Background: an optimization exercise with open tools, aiming at small area. Do not read the settings as production practice.
The RTL was checked by simulation tests, not by an equivalence proof against the original design.
Power and IR drop assume default switching activity.

==> module keyboard_inner_driver, before the edit <==
module keyboard_inner_driver(keyboard_clk, keyboard_data, clock50, reset, strobe, scan_code);
input keyboard_clk;
input keyboard_data;
input clock50;
input reset;
output strobe;        
output [7:0] scan_code;
reg clock;            
reg fb;               
reg [2:0] fc;         
reg kf, kfd;          
reg [3:0] st;
reg [7:0] shiftin;
wire kclk_rise = kf & ~kfd;
wire full = (fc == 3'd7);
assign strobe = (st == 4'd13);
assign scan_code = shiftin;
always @(posedge clock50)
    if (reset) clock <= 1'b0;
    else clock <= ~clock;
always @(posedge clock50)
begin
   if (reset)
   begin
      fb <= 1'b1;
      fc <= 3'd7;
      kf <= 1'b1;
      kfd <= 1'b1;
   end
   else
   begin
      kfd <= kf;
      if (clock)
      begin
         if (full) kf <= fb;
         if (keyboard_clk == fb) begin
            if (!full) fc <= fc + 3'd1;
         end else begin
            fb <= keyboard_clk;
            fc <= 3'd0;
         end
      end
   end
end
always @(posedge clock50)
begin
   if (reset)
      st <= 4'd14;
   else if (st[3] & (st[2] | st[1]))
   begin
      if (st[3] & st[2] & st[1])
      begin
         if (kclk_rise && keyboard_data == 1'b0) st <= 4'd0;
      end
      else st <= strobe ? 4'd14 : st + 4'd1;
   end
   else if (kclk_rise)
   begin
      if (st == 4'd9)
         st <= 4'd10;
      else
      begin
         st <= st + 4'd1;
         if (!st[3]) shiftin <= {keyboard_data, shiftin[7:1]};
      end
   end
end
endmodule
Settings: LEC_CHECK=0, ABC_AREA=1, CAP_MARGIN=10, CORE_MARGIN=2, CORE_UTILIZATION=60, SLEW_MARGIN=10; clock period 10.0 ns.
standard.sh (not shown) runs the stock make flow with config.mk's settings and CLKGATE_MAP_FILE= SYNTH_SCRIPT=/design/flow/synth_recipe.tcl, a recipe that flattens the netlist after the stock synthesis.
==> flow/flow/run.sh <==
#!/bin/bash
# Layout flow: the standard synthesis, then the logic between the
# flip-flops is mapped again with a stronger ABC script (the flip-flops, their
# names and cell types are kept as the standard synthesis made them), then
# the standard layout steps from the floorplan on.
set -euo pipefail
HERE=$(pwd)
R=$HERE/orfs/results/${FLOW_PLATFORM:-sky130hd}/whac_a_mole/base
LIB=$FLOW_HOME/platforms/sky130hd/lib/sky130_fd_sc_hd__tt_025C_1v80.lib
YOSYS=yosys
[ -x "$FLOW_HOME/../tools/install/yosys/bin/yosys" ] && YOSYS=$FLOW_HOME/../tools/install/yosys/bin/yosys

# 1. standard synthesis
bash standard.sh synth > synth_standard.log 2>&1
cp $R/1_2_yosys.v $HERE/netlist_standard.v

# 2. map the combinational logic again
python3 flow/mkmap.py $LIB $HERE/cellmap.v > mkmap.log 2>&1
DONT_USE=$(grep -o "^abc -script.*" $HERE/orfs/logs/sky130hd/whac_a_mole/base/1_2_yosys.log | head -1 | grep -oE "\-dont_use [A-Za-z0-9_]+" | tr '\n' ' ')
cp flow/resyn.abc $HERE/resyn.abc
$YOSYS -l resyn_yosys.log -p "
read_liberty -lib $LIB
read_verilog $HERE/netlist_standard.v
hierarchy -top $FLOW_TOP
setattr -set keep 1 t:*__df* t:*__edf* t:*__sdf* t:*__dl* t:*__sedf*
techmap -map $HERE/cellmap.v
techmap
opt -purge
abc -script $HERE/resyn.abc -liberty $LIB $DONT_USE
opt_clean -purge
hilomap -singleton -hicell sky130_fd_sc_hd__conb_1 HI -locell sky130_fd_sc_hd__conb_1 LO
insbuf -buf sky130_fd_sc_hd__buf_4 A X
splitnets
opt_clean -purge
check -assert -mapped
tee -o $HERE/resyn_stat.txt stat -liberty $LIB
write_verilog -noattr -nohex -nodec $HERE/netlist_resyn.v
" > resyn_yosys.out 2>&1

# the flip-flops must be the standard synthesis's, by name and cell type
ffs() { grep -oE "sky130_fd_sc_hd__(df|edf|sdf|sedf|dl)[a-z0-9_]* [^ (]+" "$1" | grep -v dlygate | sort; }
if [ "$(ffs $HERE/netlist_standard.v)" != "$(ffs $HERE/netlist_resyn.v)" ]; then
  echo "flip-flops differ; keeping the standard netlist" > resyn_check.log
else
  echo "flip-flops match" > resyn_check.log
  cp $HERE/netlist_resyn.v $R/1_2_yosys.v
  rm -f $R/1_synth.odb $R/1_synth.sdc
fi

# 3. the rest of the standard layout, with the smallest buffer on the ports
# and a clock tree of small buffers without dummy loads
CTS="-sink_clustering_enable -repair_clock_nets -dont_use_dummy_load -buf_list {$(cat flow/cts_bufs.txt)}"
bash standard.sh "BUFFER_PORTS_ARGS=-buffer_cell sky130_fd_sc_hd__buf_1" "CTS_ARGS=$CTS" finish > layout_standard.log 2>&1
Other scripts of this flow, unchanged in this note and not shown: flow/flow/cts_bufs.txt, flow/flow/mkmap.py, flow/flow/resyn.abc
Next try:
--- a/flow/design.v
+++ b/flow/design.v
@@ -10,9 +10,10 @@
 reg [2:0] fc;         
 reg kf, kfd;          
-reg [3:0] st;
+reg read_char;
+reg [3:0] incnt;
 reg [7:0] shiftin;
 wire kclk_rise = kf & ~kfd;
 wire full = (fc == 3'd7);
-assign strobe = (st == 4'd13);
+assign strobe = (incnt == 4'd13);
 assign scan_code = shiftin;
 always @(posedge clock50)
@@ -46,21 +47,28 @@
 begin
    if (reset)
-      st <= 4'd14;
-   else if (st[3] & (st[2] | st[1]))
    begin
-      if (st[3] & st[2] & st[1])
-      begin
-         if (kclk_rise && keyboard_data == 1'b0) st <= 4'd0;
-      end
-      else st <= strobe ? 4'd14 : st + 4'd1;
+      incnt <= 4'd0;
+      read_char <= 1'b0;
+   end
+   else if (incnt[3] & (incnt[2] | incnt[1]))
+   begin
+      incnt <= strobe ? 4'd0 : incnt + 4'd1;
    end
    else if (kclk_rise)
    begin
-      if (st == 4'd9)
-         st <= 4'd10;
-      else
+      if (keyboard_data == 1'b0 && read_char == 1'b0)
+         read_char <= 1'b1;
+      else if (read_char)
       begin
-         st <= st + 4'd1;
-         if (!st[3]) shiftin <= {keyboard_data, shiftin[7:1]};
+         if (incnt == 4'd9)
+         begin
+            incnt <= 4'd10;
+            read_char <= 1'b0;
+         end
+         else
+         begin
+            incnt <= incnt + 4'd1;
+            if (!incnt[3]) shiftin <= {keyboard_data, shiftin[7:1]};
+         end
       end
    end
The changed run passed the timing, design-rule and antenna checks.
Global-route usage increases by 0.49 points.
Setup slack is better by 0.33 ns.
Final cell count is lower by 0.44%.
Count of clock-buffer cells in the layout stays the same.
First-iteration DRC count grows by 10%.
Non-clock buffer count goes up by 2.
Critical path depth falls by 7.
Clock power rises by about 2%.
Final area rose by 0.37%.
Routed wire length is higher by 0.97%.
Total power is lower by 1.2%.
Area after synthesis barely changes.
Register-to-register slack gets better by 0.33 ns.

-- port drivers added, routing unchanged --
How much do the figures lean on ideal ports? The routed layouts below were timed once more, with nothing changed but the port constraints. Step 1: set_driving_cell puts a clkbuf_16 on CLOCK_50 and a buf_2 on each other input, an assumption about the parent block. Step 2 times the ports against the registers' clock, not the clock port: input delays grow and output delays shrink by t, the midpoint of the rising clock arrivals with the driver on. Slacks: no drivers / after step 1 / after step 2; pairs: no drivers / after step 1.
run	t (ns)	setup slack, ns	hold WS [ns]	cell pins on the clock port's net
the first run	0.489	3.476 / 3.476 / 3.476	0.457 / 0.457 / 0.457	1
the second run	0.492	3.807 / 3.807 / 3.807	0.427 / 0.427 / 0.427	1
After both steps every run listed still meets setup and hold.
